What follows belongs to an exercise in optimizing a design on an open flow for small area; a production flow would make more cautious choices.
RTL that was checked went through simulation tests only; none was proved equivalent to the original.
The RTL of run 2 was laid out without a check of its function.
No activity file was given, so power comes from the tool's default toggle rates.

==> flow/design.v <==
`timescale 1ns / 1ps
module riscv(
    input  wire        clk,
    input  wire        rst,
    input  wire [31:0] inst_i,
    output wire [31:0] inst_addr_o,
    output reg         inst_ce_o,
    input  wire [31:0] data_i,
    output wire        data_we_o,
    output wire        data_ce_o,
    output wire [31:0] data_addr_o,
    output wire [31:0] data_o
);
always @(posedge clk) inst_ce_o <= ~rst;
reg  [2:0]  ph;
reg         clr;           
reg  [31:2] pc;
reg  [31:0] res;           
reg  [31:0] adr;           
reg         cy;            
reg         cy2;           
reg         eqf;           
reg  [4:0]  sa;            
reg  [4:0]  sb;            
reg         wb_en, ld_p, st_p, srl_p;
reg  [4:0]  wb_rd;
wire ph0 = (ph == 3'd0);
wire ph1 = (ph == 3'd1);
wire ph7 = (ph == 3'd7);
wire [6:0] op = inst_i[6:0];
wire [2:0] f3 = inst_i[14:12];
wire [6:0] f7 = inst_i[31:25];
wire [4:0] rd  = inst_i[11:7];
wire [4:0] rs1 = inst_i[19:15];
wire [4:0] rs2 = inst_i[24:20];
wire is_jal  = (op == 7'b1101111);
wire is_br   = (op == 7'b1100011) && (f3[1:0] == 2'b00);
wire is_lw   = (op == 7'b0000011) && (f3 == 3'b010);
wire is_sw   = (op == 7'b0100011) && (f3 == 3'b010);
wire is_addi = (op == 7'b0010011) && (f3 == 3'b000);
wire r_op    = (op == 7'b0110011);
wire r_f7z   = (f7 == 7'b0000000);
wire is_add  = r_op && r_f7z && (f3 == 3'b000);
wire is_sub  = r_op && (f7 == 7'b0100000) && (f3 == 3'b000);
wire is_sll  = r_op && r_f7z && (f3 == 3'b001);
wire is_xor  = r_op && r_f7z && (f3 == 3'b100);
wire is_srl  = r_op && r_f7z && (f3 == 3'b101);
wire is_or   = r_op && r_f7z && (f3 == 3'b110);
wire is_and  = r_op && r_f7z && (f3 == 3'b111);
wire writes  = (is_jal | is_lw | is_addi | is_add | is_sub | is_sll | is_xor |
                is_srl | is_or | is_and) && (rd != 5'd0);
wire sub_op  = is_sub | is_br;
wire [3:0] wdata;
wire [3:0] wd = clr ? 4'd0 : wdata;
wire [3:0] w_hi = clr ? 4'hf : wb_en ? (4'd1 << wb_rd[4:3]) : 4'd0;
wire [7:0] w_lo = clr ? 8'hff : (8'd1 << wb_rd[2:0]);
wire [3:0] a_hi = 4'd1 << rs1[4:3];
wire [7:0] a_lo = 8'd1 << rs1[2:0];
wire [3:0] b_hi = 4'd1 << rs2[4:3];
wire [7:0] b_lo = 8'd1 << rs2[2:0];
wire [3:0] pa [0:31];
wire [3:0] pb [0:31];
assign pa[0] = 4'd0;
assign pb[0] = 4'd0;
genvar r;
generate for (r = 1; r < 32; r = r + 1) begin : g_rf
    reg [31:0] q;
    wire we = w_hi[r / 8] & w_lo[r % 8];
    always @(posedge clk) q <= {(we ? wd : q[3:0]), q[31:4]};
    assign pa[r] = pa[r-1] | (q[3:0] & {4{a_hi[r / 8] & a_lo[r % 8]}});
    assign pb[r] = pb[r-1] | (q[3:0] & {4{b_hi[r / 8] & b_lo[r % 8]}});
end endgenerate
wire [3:0] ra = (clr | (wb_en && wb_rd == rs1)) ? wd : pa[31];
wire [3:0] rb = (clr | (wb_en && wb_rd == rs2)) ? wd : pb[31];
wire [31:0] pcw   = {pc, 2'b00};
wire [3:0]  pcnib = pcw[{ph, 2'b00} +: 4];
wire [31:0] immI  = {{20{inst_i[31]}}, inst_i[31:20]};
wire [31:0] immS  = {{20{inst_i[31]}}, inst_i[31:25], inst_i[11:7]};
wire [31:0] immB  = {{20{inst_i[31]}}, inst_i[7], inst_i[30:25], inst_i[11:8], 1'b0};
wire [31:0] immJ  = {{12{inst_i[31]}}, inst_i[19:12], inst_i[20], inst_i[30:21], 1'b0};
wire [3:0]  iInib = immI[{ph, 2'b00} +: 4];
wire [3:0]  iSnib = immS[{ph, 2'b00} +: 4];
wire [3:0] a = is_jal ? pcnib : ra;
wire [3:0] b = (is_addi | is_lw) ? iInib :
               is_sw ? iSnib :
               is_jal ? {1'b0, ph0, 2'b00} :
               (is_sll | is_srl) ? 4'd0 : rb;
wire       cin = ph0 ? sub_op : cy;
wire [4:0] sum = {1'b0, a} + {1'b0, (sub_op ? ~b : b)} + {4'd0, cin};
wire       zero_now = (sum[3:0] == 4'd0) & (ph0 | eqf);
wire       lt = (a[3] ^ b[3]) ? a[3] : sum[3];
wire       taken = is_jal | (is_br & (f3[2] ? lt : zero_now));
wire [4:0] s_cur = ph0 ? {1'b0, rb} : ph1 ? {rb[0], sa[3:0]} : sa;
wire [35:0] vv = {a, adr};
wire [2:0] lc = s_cur[4:2];
wire [1:0] lf = s_cur[1:0];
reg  [3:0]  lsel;                                        
always @(*) case (lc)
    3'd0: lsel = a;
    3'd1: lsel = adr[31:28];
    3'd2: lsel = adr[27:24];
    3'd3: lsel = adr[23:20];
    3'd4: lsel = adr[19:16];
    3'd5: lsel = adr[15:12];
    3'd6: lsel = adr[11:8];
    default: lsel = adr[7:4];
endcase
wire [3:0]  l_hi = (ph < lc) ? 4'd0 : lsel;
reg  [3:1]  l_h;
wire [3:1]  l_lo = (ph <= lc) ? 3'd0 : l_h;
wire [6:0]  l_cat = {l_hi, l_lo};
wire [3:0]  win_l = l_cat[3 - lf +: 4];
wire [4:0]  s_r = ph7 ? sa : sb;
reg  [3:0]  r_hi_raw;                                    
always @(*) case (s_r[4:2])
    3'd0: r_hi_raw = adr[7:4];
    3'd1: r_hi_raw = adr[11:8];
    3'd2: r_hi_raw = adr[15:12];
    3'd3: r_hi_raw = adr[19:16];
    3'd4: r_hi_raw = adr[23:20];
    3'd5: r_hi_raw = adr[27:24];
    3'd6: r_hi_raw = adr[31:28];
    default: r_hi_raw = 4'd0;    
endcase
reg  [3:0]  r_h;
wire [3:0]  r_add = {1'b0, ph} + {1'b0, sb[4:2]};
wire [3:0]  r_hi = (r_add >= 4'd7) ? 4'd0 : r_hi_raw;
wire [3:0]  r_lo = (r_add >= 4'd8) ? 4'd0 : r_h;
wire [7:0]  r_cat = {r_hi, r_lo};
wire [3:0]  win_r = r_cat[sb[1:0] +: 4];
always @(posedge clk) begin
    l_h <= l_hi[3:1];
    r_h <= (s_r[4:2] == 3'd7) ? a : r_hi_raw;
end
wire [3:0] rnib = is_lw  ? 4'd0 :
                  is_sw  ? rb :
                  is_sll ? win_l :
                  is_xor ? (a ^ b) :
                  is_or  ? (a | b) :
                  is_and ? (a & b) : sum[3:0];
assign wdata = srl_p ? win_r : (res[3:0] | data_i[3:0]);
always @(posedge clk) begin
    cy  <= sum[4];
    eqf <= zero_now;
    adr <= {((is_jal | is_br) ? sum2[3:0] : sum[3:0]), adr[31:4]};
    cy2 <= sum2[4];
    res[31:28] <= rnib;
    res[27:24] <= ((ph1 & is_sll & rb[0]) ? 4'd0 : res[31:28]) | data_i[31:28];
    res[23:0]  <= res[27:4] | data_i[27:4];
    if (ph0) sa[3:0] <= rb;
    if (ph1) sa[4] <= rb[0];
end
wire [31:0] immBJ = is_jal ? immJ : immB;
wire [3:0]  bjnib = immBJ[{ph, 2'b00} +: 4];
wire [4:0]  sum2  = {1'b0, pcnib} + {1'b0, bjnib} + {4'd0, ~ph0 & cy2};
wire [31:2] tgt   = {sum2[3:0], adr[31:6]};
wire [31:2] inc = pc + {29'd0, ph7};
always @(posedge clk) begin
    if (rst) begin
        ph    <= 3'd0;
        clr   <= 1'b1;
        pc    <= 30'd0;
        wb_en <= 1'b0;
        ld_p  <= 1'b0;
        st_p  <= 1'b0;
        srl_p <= 1'b0;
    end else begin
        ph <= ph + 3'd1;
        pc <= (ph7 & taken) ? tgt : inc;
        if (ph7) begin
            clr   <= 1'b0;
            wb_en <= writes;
            ld_p  <= is_lw;
            st_p  <= is_sw;
            wb_rd <= rd;
            srl_p <= is_srl;
            sb    <= s_cur;
        end
    end
end
assign inst_addr_o = {pc, 2'b00};
assign data_addr_o = adr;
assign data_o      = res;
assign data_ce_o   = ph0 & (ld_p | st_p);
assign data_we_o   = ph0 & st_p;
endmodule
==> flow/flow/run.sh <==
#!/bin/bash
# The standard layout (standard.sh), except that:
#  - synthesis maps the logic with an area-only ABC script
#    (flow/abc_area.script) in place of ORFS's abc_area.script; everything
#    else in synthesis is ORFS's unchanged, so the registers keep the
#    standard synthesis's names and cells;
#  - clock tree synthesis inserts no dummy loads and clusters up to 10 sinks, buffered with sky130_fd_sc_hd__clkbuf_4;
#  - every input and output port still gets its own buffer, but a
#    sky130_fd_sc_hd__buf_1 rather than the buffer buffer_ports picks itself.
set -euo pipefail
W=$(pwd)
rm -rf "$W/scripts_mod"
cp -r "$FLOW_HOME/scripts" "$W/scripts_mod"
cp "$W/flow/abc_area.script" "$W/scripts_mod/abc_area.script"
SCRIPTS_DIR="$W/scripts_mod" bash "$W/standard.sh" synth > "$W/synth.log" 2>&1
export BUFFER_PORTS_ARGS="-buffer_cell sky130_fd_sc_hd__buf_1"
export CTS_ARGS="-sink_clustering_enable -repair_clock_nets -dont_use_dummy_load -sink_clustering_size 10 -sink_clustering_max_diameter 60 -buf_list sky130_fd_sc_hd__clkbuf_4"
bash "$W/standard.sh" finish > "$W/layout.log" 2>&1
==> flow/flow/abc_area.script <==
strash
dch -f
map -a
strash
dch -f
map -a
strash
dch -f
map -a
topo
==> flow/standard.sh <==
#!/bin/bash
# synth_recipe.tcl (not shown) runs the flow's synth.tcl, then flattens the netlist and writes it again
# the make line also repeats each setting of config.mk as NAME=value (left out here)
make -C /OpenROAD-flow-scripts/flow DESIGN_CONFIG=/design/flow/config.mk WORK_HOME=/design/flow/orfs CLKGATE_MAP_FILE= SYNTH_SCRIPT=/design/flow/synth_recipe.tcl "${@:-finish}"
==> flow/config.mk <==
export PLATFORM = sky130hd
export DESIGN_NAME = riscv
export DESIGN_NICKNAME = riscv
export VERILOG_FILES = /design/flow/design.v
export SDC_FILE = /design/flow/constraint.sdc
export NUM_CORES = 4
export LEC_CHECK = 0
export ABC_AREA = 1
export CAP_MARGIN = 20
export CORE_MARGIN = 2
export CORE_UTILIZATION = 45
export GPL_TIMING_DRIVEN = 0
export SETUP_SLACK_MARGIN = 0
export SLEW_MARGIN = 20
==> flow/constraint.sdc <==
create_clock -name core_clock -period 10.0 [get_ports {clk}]
set_input_delay 2.0000 -clock core_clock [delete_from_list [all_inputs] [get_ports {clk}]]
set_output_delay 2.0000 -clock core_clock [all_outputs]
set_load 0.01 [all_outputs]
==> run summary, run 1 <==
status complete, no violations; Setup Skew 117 ps; Fill cells 5894; Pwr Total 6650 uW; DIE HEIGHT between 200 and 300 um; CP Launch Type primary input; CTS tree built; setup TNS 0 ps; grt total ovfl 0; final wirelength approximately 80 mm; port bufs 162; Sink Count 1120; vias in the first global route 18300; Final Net Count 2913; synthesized area 0.0297 mm^2; critical path fanouts, max 26; max incr delay on CP 590 ps; 1st-iter DRT viols 1577; Tot GR Track Use 0.242; Post-synth ARST share 0; cell depth of the worst min-delay path 0; crit path max-delay cell type o21ai_4; Avg Inst Size Synth 11.9 um^2; routed len/inst 22.4 um; top cells by area, synth dfxtp_1, o21ai_0, nand2_1; CTS root buf clkbuf_4; leading area contributor after synthesis dfxtp_1; worst hold path type reg -> reg; # H-tree levels 4; Slew HR 0.302; VDD IR-drop max 130 uV; Layout area overhead 10.4%; antenna violations before repair 4; Detailed Routing Iterations Pass 1 6; CTS Buf Count 132; final period utilization 0.953; minimum clock period 9530 ps; Detailed Place HPWL 60.9 mm; Critical Path RT about 11000 ps; postcts setup bufs 0; deepest clock path buffer count 3; Fin. Hold Viols 0; Slew Viols, Final 0; Max-Cap Viols 0; Pwr Density 203 mW/mm^2; detailed-route DRC error count 0; Synth warnings 1; cell mode on critical path clkinv_1; Final Non-Filler Cells 3681; Distinct cells, synth 43; RSZ-0062 raised after global routing no; post-synthesis sequential area ratio 0.759; Max Fclk around 100 MHz; Die Area just under 0.07 mm^2; first-pass GRT wire length 119 mm; critical setup path kind in -> reg; core area around 0.066 mm^2; largest net degree at the start of global routing 34; Starting Density 0.453; die span in x 261 um; placed insts 3546; via count 19100; top-area cell type share of the netlist area 0.744; FP Rows 94; leakage power 0.0124 uW; routability cong. 0.940; Clock transition at path regs roughly 120 ps; layout cells sized above 1 0.0743; Post-synth EDFFs 15; endpoints failing setup 0; number of vias per cell 5.20; clock latency on the worst-skew pair around 1000 ps; CP arrival about 10000 ps; main flop type after synthesis dfxtp_1; post-route ant nets 0; Seq cells post-synth 1120; worst slew pin tran 1040 ps; Setup crit end kind flip-flop; Gate Count Post-Synth around 2500; I/O pins about 170; worst reg2reg path depth 34
## where the power goes
group	leakage (uW)	switching (uW)	internal, uW
registers	0.00905	35.5	4520
logic	0.00275	149	60.8
clock network	0.000607	1280	611
total	0.0124	1470	5190
## critical path, delay by kind of cell
kind            cells  cell delay (ps)
compound gates     13             4150
simple gates       10             2060
buf+inv             6             1640
fa+ha+maj           1              320
xor+xnor            2              270
## flip-flops by register name, indices dropped and copies added (netlist names), 3 cells and up
signal,cells
sa,5
ph,3
res,32
g_rf.q,992
pc,30
sb,5
l_h,3
r_h,4
wb_rd,5
adr,32
## cell usage in the layout, fill, tap and decap left out, types with 3 or more instances in the layout
cell type / Yosys / routed
dfxtp_1: 1105 / 1103
o21bai_1: 6 / 6
clkbuf_4: 0 / 132
or2_2: 29 / 29
a221oi_1: 26 / 26
buf_16: 0 / 6
clkinv_1: 152 / 152
nor4_1: 11 / 10
diode_2: 0 / 3
nor3_1: 32 / 32
a31oi_1: 7 / 7
nand2_1: 297 / 296
nand4_1: 30 / 30
a22o_2: 4 / 4
buf_1: 0 / 161
o31ai_2: 0 / 4
o221ai_1: 4 / 4
a21oi_1: 72 / 72
ha_1: 26 / 25
xor2_1: 13 / 13
and2_2: 4 / 4
a22oi_1: 97 / 97
nand3_1: 43 / 43
edfxtp_1: 15 / 15
o31ai_1: 12 / 5
xnor2_1: 8 / 8
o21ai_0: 241 / 233
o31ai_4: 0 / 3
nor2_1: 203 / 202
a211oi_1: 12 / 12
o22ai_1: 10 / 10
o21ai_4: 0 / 4
o2111ai_1: 5 / 5
o211ai_1: 9 / 9
fa_1: 5 / 5
nor3b_1: 4 / 4
buf_4: 2 / 6
## cell families after synthesis
logic type	after synthesis	share of synthesized area
xor+xnor	21	0.00619
other cells	1	0.000126
compound gates	522	0.107
flops	1120	0.759
buf+inv	154	0.0197
fa+ha+maj	31	0.0143
simple gates	654	0.0928
mux	1	0.000379
## cell usage after synthesis (10+ instances only)
cell,count
nand2_1,297
or2_2,29
a22oi_1,97
o31ai_1,12
nor3_1,32
a21oi_1,72
nand4_1,30
a211oi_1,12
clkinv_1,152
ha_1,26
edfxtp_1,15
nor2_1,203
a221oi_1,26
o22ai_1,10
xor2_1,13
o21ai_0,241
dfxtp_1,1105
nand3_1,43
nor4_1,11
## what timing repair did
item                                    in CTS  in global routing
endpoints found under the setup margin       9                  9
gates cloned                                 0                  0
resized for setup                            1                  4
hold buffers                                 0                  0
## worst paths after layout
check                           slack (ps)                 start                   end
worst min-delay path                   270  g_rf[4].q[4]$_DFF_P_  g_rf[4].q[0]$_DFF_P_
worst max-delay path                   470            inst_i[22]      pc[8]$_SDFF_PP0_
worst max register to register         780      ph[2]$_SDFF_PP0_      pc[8]$_SDFF_PP0_
worst min register to register         270  g_rf[4].q[4]$_DFF_P_  g_rf[4].q[0]$_DFF_P_
## per-layer routing
metal	up-vias	global-route usage	wire (um)
met2	720	0.394	38300
met1	9158	0.311	35900
met3	180	0.0541	5000
li1	9074	-	-
met5	-	0	32
met4	4	0.102	3070
## per-stage QoR
stage	hold slack [ps]	instance area, um^2	util	worst slack (ps)
floorplan	310	29700	-	110
global placement	309	31400	0.479	-9440
detailed placement	312	31800	0.485	-180
CTS	253	32800	0.500	179
global route	279	32800	0.500	330
finish	273	32800	0.500	474
## area by class of cell
class	instances	area (um^2)	share of cell area
Multi-Input combinational cell	1231	6700	0.204
Inverter	152	571	0.0174
Buffer	2	15.0	0.000457
Clock buffer	132	991	0.0302
Antenna cell	3	7.51	0.000229
Sequential cell	1120	22600	0.688
Tap cell	864	1080	0.0329
Timing Repair Buffer	177	882	0.0269
==> run 2: changes to the inputs <==
--- a/flow/design.v
+++ b/flow/design.v
@@ -23,5 +23,5 @@
 reg  [4:0]  sa;            
 reg  [4:0]  sb;            
-reg         wb_en, ld_p, st_p, srl_p;
+reg         wb_en, srl_p;
 reg  [4:0]  wb_rd;
 wire ph0 = (ph == 3'd0);
@@ -53,24 +53,15 @@
 wire [3:0] wdata;
 wire [3:0] wd = clr ? 4'd0 : wdata;
-wire [3:0] w_hi = clr ? 4'hf : wb_en ? (4'd1 << wb_rd[4:3]) : 4'd0;
-wire [7:0] w_lo = clr ? 8'hff : (8'd1 << wb_rd[2:0]);
-wire [3:0] a_hi = 4'd1 << rs1[4:3];
-wire [7:0] a_lo = 8'd1 << rs1[2:0];
-wire [3:0] b_hi = 4'd1 << rs2[4:3];
-wire [7:0] b_lo = 8'd1 << rs2[2:0];
-wire [3:0] pa [0:31];
-wire [3:0] pb [0:31];
-assign pa[0] = 4'd0;
-assign pb[0] = 4'd0;
+wire [3:0] head [0:31];
+assign head[0] = 4'd0;
 genvar r;
 generate for (r = 1; r < 32; r = r + 1) begin : g_rf
     reg [31:0] q;
-    wire we = w_hi[r / 8] & w_lo[r % 8];
+    wire we = clr | (wb_en && wb_rd == r);
+    assign head[r] = q[3:0];
     always @(posedge clk) q <= {(we ? wd : q[3:0]), q[31:4]};
-    assign pa[r] = pa[r-1] | (q[3:0] & {4{a_hi[r / 8] & a_lo[r % 8]}});
-    assign pb[r] = pb[r-1] | (q[3:0] & {4{b_hi[r / 8] & b_lo[r % 8]}});
 end endgenerate
-wire [3:0] ra = (clr | (wb_en && wb_rd == rs1)) ? wd : pa[31];
-wire [3:0] rb = (clr | (wb_en && wb_rd == rs2)) ? wd : pb[31];
+wire [3:0] ra = (clr | (wb_en && wb_rd == rs1)) ? wd : head[rs1];
+wire [3:0] rb = (clr | (wb_en && wb_rd == rs2)) ? wd : head[rs2];
 wire [31:0] pcw   = {pc, 2'b00};
 wire [3:0]  pcnib = pcw[{ph, 2'b00} +: 4];
@@ -121,5 +112,5 @@
     3'd5: r_hi_raw = adr[27:24];
     3'd6: r_hi_raw = adr[31:28];
-    default: r_hi_raw = 4'd0;    
+    default: r_hi_raw = a;
 endcase
 reg  [3:0]  r_h;
@@ -131,5 +122,5 @@
 always @(posedge clk) begin
     l_h <= l_hi[3:1];
-    r_h <= (s_r[4:2] == 3'd7) ? a : r_hi_raw;
+    r_h <= r_hi_raw;
 end
 wire [3:0] rnib = is_lw  ? 4'd0 :
@@ -139,5 +130,5 @@
                   is_or  ? (a | b) :
                   is_and ? (a & b) : sum[3:0];
-assign wdata = srl_p ? win_r : (res[3:0] | data_i[3:0]);
+assign wdata = srl_p ? win_r : res[3:0];
 always @(posedge clk) begin
     cy  <= sum[4];
@@ -145,7 +136,7 @@
     adr <= {((is_jal | is_br) ? sum2[3:0] : sum[3:0]), adr[31:4]};
     cy2 <= sum2[4];
-    res[31:28] <= rnib;
-    res[27:24] <= ((ph1 & is_sll & rb[0]) ? 4'd0 : res[31:28]) | data_i[31:28];
-    res[23:0]  <= res[27:4] | data_i[27:4];
+    res[31:28] <= rnib | data_i[31:28];
+    res[27:24] <= ((ph1 & is_sll & rb[0]) ? 4'd0 : res[31:28]) | data_i[27:24];
+    res[23:0]  <= res[27:4] | data_i[23:0];
     if (ph0) sa[3:0] <= rb;
     if (ph1) sa[4] <= rb[0];
@@ -155,5 +146,5 @@
 wire [4:0]  sum2  = {1'b0, pcnib} + {1'b0, bjnib} + {4'd0, ~ph0 & cy2};
 wire [31:2] tgt   = {sum2[3:0], adr[31:6]};
-wire [31:2] inc = pc + {29'd0, ph7};
+wire [31:2] inc = pc + 30'd1;
 always @(posedge clk) begin
     if (rst) begin
@@ -162,15 +153,11 @@
         pc    <= 30'd0;
         wb_en <= 1'b0;
-        ld_p  <= 1'b0;
-        st_p  <= 1'b0;
         srl_p <= 1'b0;
     end else begin
         ph <= ph + 3'd1;
-        pc <= (ph7 & taken) ? tgt : inc;
         if (ph7) begin
             clr   <= 1'b0;
+            pc    <= taken ? tgt : inc;
             wb_en <= writes;
-            ld_p  <= is_lw;
-            st_p  <= is_sw;
             wb_rd <= rd;
             srl_p <= is_srl;
@@ -180,7 +167,7 @@
 end
 assign inst_addr_o = {pc, 2'b00};
-assign data_addr_o = adr;
-assign data_o      = res;
-assign data_ce_o   = ph0 & (ld_p | st_p);
-assign data_we_o   = ph0 & st_p;
+assign data_addr_o = {sum[3:0], adr[31:4]};
+assign data_o      = {rnib, res[31:4]};
+assign data_ce_o   = ph7 & (is_lw | is_sw);
+assign data_we_o   = ph7 & is_sw;
 endmodule
==> flow/flow/run.sh (replaced) <==
#!/bin/bash
# The standard layout (standard.sh), except that:
#  - synthesis maps the logic with an area-only ABC script
#    (flow/abc_area.script) in place of ORFS's abc_area.script; everything
#    else in synthesis is ORFS's unchanged, so the registers keep the
#    standard synthesis's names and cells;
#  - clock tree synthesis inserts no dummy loads and clusters up to 24 sinks.
set -euo pipefail
W=$(pwd)
rm -rf "$W/scripts_mod"
cp -r "$FLOW_HOME/scripts" "$W/scripts_mod"
cp "$W/flow/abc_area.script" "$W/scripts_mod/abc_area.script"
SCRIPTS_DIR="$W/scripts_mod" bash "$W/standard.sh" synth > "$W/synth.log" 2>&1
export CTS_ARGS="-sink_clustering_enable -repair_clock_nets -dont_use_dummy_load -sink_clustering_size 24 -sink_clustering_max_diameter 100"
bash "$W/standard.sh" finish > "$W/layout.log" 2>&1
==> flow/flow/abc_area.script (replaced) <==
strash
dch -f
map -a
topo
==> run 2 against run 1 <==
  * The layout now fails its checks (setup timing)
  * First-iteration DRC count increased by 17%
  * Hold slack got worse by 13 ps
  * Clock skew decreased by 32 ps
  * Count of clock-buffer cells in the layout decreased by 79
  * Critical path type is now in -> out
  * Final cell count increased by 3.3%
  * Combinational power increased by 37%
  * Flip-flop and latch count decreased by 6
  * Global-route usage decreased by 1.6 points
  * Wire length decreased by 2.8%
  * Fmax decreased by 14%
  * Cell area increased by 9.0%
  * Sequential power about the same
==> run summary, run 2 <==
number of flip-flops in the largest register 992; Detailed Routing Iterations Pass 1 7; main flop type after synthesis dfxtp_1; deepest clock path buffer count 3; CTS Buf Count 53; cell depth of the worst min-delay path 0; Setup WS pre-CTS -5890 ps; # diodes 0; Avg Inst Size Synth 11.4 um^2; Distinct cells, synth 44; Hold Startpoint g_rf[6].q[16]$_DFF_P_; post-synthesis sequential area ratio 0.738; 1st-iter DRT viols 1842; Pwr Total approximately 7000 uW; DIE HEIGHT around 260 um; I/O pins 165; Gate Count Post-Synth approximately 2700; leading area contributor after synthesis dfxtp_1; register area 0.0225 mm^2; Seq cells post-synth 1114; Max-Cap Viols 0; Setup crit end kind output pin; Final Non-Filler Cells 3803; critical path fanouts, max 4; die span in x about 260 um; worst hold path type reg -> reg; placed insts about 3700; final wirelength 80.0 mm; Slew Viols, Final 0; detailed-route DRC error count 0; Detailed Place HPWL between 50 and 60 mm; synthesized area 0.0304 mm^2; cell internal pwr between 5000 and 6000 uW; Layout Check Fails setup timing; worst slew pin tran roughly 1100 ps; Buf+Inv Stages, Crit Path 11; Starting Density 0.454; routability cong. ~0.98; Clock transition at path regs 100 ps; minimum clock period ~11000 ps; Clk network pwr share 0.314; RR Startpoint ph[2]$_SDFF_PP0_; Pwr Density 196 mW/mm^2; CP arrival 9060 ps; Crit path depth 51; final period utilization 1.11; quantity of hold-fixing buffers added after cts 0; antenna violations before repair 1; critical setup path kind in -> out; P_sw 1470 uW; first-pass GRT wire length 118 mm; Layout area overhead 17.7%; routed len/inst 21.0 um; # H-tree levels 2; most frequent cells in the layout dfxtp_1, nand2_1, o21ai_0; Top Registers g_rf.q (992), res (32), pc (30); largest net degree at the start of global routing 46; Post-synth ARST share 0; number of vias per cell 5.17; leakage power 0.0132 uW; Sink Count 1114; Slew HR 0.229; setup TNS -4560 ps; combinational share of power 0.041; layout cells sized above 1 0.111; Util after Layout 0.534; multi-input logic area around 0.0077 mm^2; VDD IR-drop max between 150 and 200 uV; Top reg by flops g_rf.q; Max Fclk 90.4 MHz; max incr delay on CP 380 ps; Fin. Hold Viols 0; CTS root buf clkbuf_16; FP Rows 95; cell mode on critical path nor2_4; Seq pwr share 0.645; vias in the first global route roughly 19000; grt total ovfl 0; worst reg2reg path depth 52; Die Area ~0.070 mm^2; Post-synth EDFFs 15; core area around 0.067 mm^2; Fill cells 5810; Synth top cells by count dfxtp_1, nand2_1, nor2_1; Sw Ratio 0.209; Final Net Count 3028; CTS tree built; slack of the critical path -1060 ps; Synth warnings 8; post-route ant nets 0; Tot GR Track Use 0.226; top cells by area, synth dfxtp_1, nand2_1, o21ai_0; clock latency on the worst-skew pair 640 ps; Worst Setup SP inst_i[15]; CP Launch Type primary input; endpoints failing setup 6; status finished with violations; RSZ-0062 raised after global routing yes; crit path max-delay cell type a211o_2; Setup Skew between 80 and 90 ps; Critical Path RT 8000 ps; via count 19600; top-area cell type share of the netlist area 0.723; count leader, synth dfxtp_1; port bufs 162; CP top delay family compound AO/OA/AOI/OAI gates; leading cell type in the layout, fill and taps excluded dfxtp_1
run 2: changes by cell type in the layout (fill, tap and decap cells not counted), sizes merged, moves of 9 or more:
| cell | before | now |
|---|---|---|
| a22oi | 97 | 83 |
| nor3 | 32 | 23 |
| o22ai | 10 | 21 |
| buf | 179 | 97 |
| a31oi | 7 | 30 |
| o211ai | 9 | 25 |
| clkinv | 152 | 207 |
| a21oi | 72 | 108 |
| clkbuf | 132 | 53 |
| o21ai | 241 | 212 |
| nand2 | 297 | 310 |
| clkdlybuf4s50 | 0 | 151 |
| o31ai | 12 | 3 |
| nor2 | 203 | 238 |
run 2: layout make-up:
class	instances	share of cell area
Buffer	34	0.00724
Multi-Input combinational cell	1305	0.214
Sequential cell	1114	0.628
Inverter	210	0.0246
Tap cell	873	0.0305
Timing Repair Buffer	214	0.0587
Clock buffer	53	0.0371
run 2: worst paths after layout:
path | end | slack [ps]
worst max register to register | pc[8]$_SDFFE_PP0P_ | 550
worst min-delay path | g_rf[6].q[12]$_DFF_P_ | 260
worst max-delay path | data_o[31] | -1060
worst min register to register | g_rf[6].q[12]$_DFF_P_ | 260
run 2: power groups by stage:
stage | registers [uW] | logic (uW) | clock network (uW)
floorplan | 4610 | 130 | 0
global placement | 4630 | 235 | 0
detailed placement | 4630 | 239 | 0
CTS | 4520 | 271 | 2280
global route | 4530 | 310 | 2430
finish | 4520 | 287 | 2200
run 2: timing repair:
action | CTS | global route
resized for setup | 165 | 30
setup buffers | 34 | 12
endpoints found under the setup margin | 82 | 29
gates cloned | 3 | 0
pin swaps | 44 | 16
run 2: cells by family (layout without fill, tap and decap cells):
kind of cell | after synthesis | count (layout) | share of synthesized area
mux | 2 | 2 | 0.000658
xor+xnor | 28 | 28 | 0.00806
simple gates | 684 | 687 | 0.0935
buf+inv | 244 | 511 | 0.0343
flops | 1114 | 1114 | 0.738
compound gates | 556 | 556 | 0.112
fa+ha+maj | 30 | 30 | 0.0136
other cells | 1 | 2 | 0.000123
run 2: worst reg2reg max path, delay by kind of cell (launching register included):
kind | cells | cell delay [ps]
xor gates and xnor gates | 1 | 160
AOI/OAI and AO/OA | 22 | 3420
and+or+nand+nor | 18 | 2930
adders and majority gates | 2 | 720
DFF | 1 | 790
buffers and inverters | 9 | 1370
run 2: metrics by stage:
stage | cell area [um^2] | hold WS, ps
after floorplan | 30600 | 310
final | 35800 | 260
after CTS | 35600 | 259
after global placement | 33300 | 310
after global routing | 35800 | 257
after detailed placement | 33500 | 312
run 2: metal layers:
metal / part of all wire / vias to the layer above / global-route usage
met3: 0.056 / 176 / 0.0329
met2: 0.45 / 679 / 0.361
li1: - / 9408 / -
met4: 0.041 / 2 / 0.0909
met1: 0.45 / 9379 / 0.309
met5: 0.00014 / - / 0

==> what the ideal ports hide <==
The results above use ideal ports. As a check the final layouts listed here were re-extracted and re-timed, cells and wires unchanged. Step 1, drivers: a clkbuf_16 drives clk and a buf_2 each remaining input, both assumed. Step 2 also shifts input and output timing later by t, the mid clock arrival at the registers, as if the neighbouring blocks saw the same clock. Three values: ideal ports, drivers, drivers and shift; two values: the first two.
| run | shift t [ns] | slack for setup (ns) | worst setup path at the end | slew at the worst register clock pin (ns) | worst data-port slew with drivers (ns) |
|---|---|---|---|---|---|
| run 1 | 1.008 | 0.474 / 0.436 / -0.572 | input to register | 0.12 / 0.12 | 0.10 |
| run 2 | 0.659 | -1.064 / -1.115 / -1.115 | input to output | 0.10 / 0.10 | 0.14 |
Met with ideal ports but missed after step 2: setup timing in run 1. For run 1, which loses most, drivers alone change the setup slack by -0.038 ns; drivers and shift together by -1.046 ns.
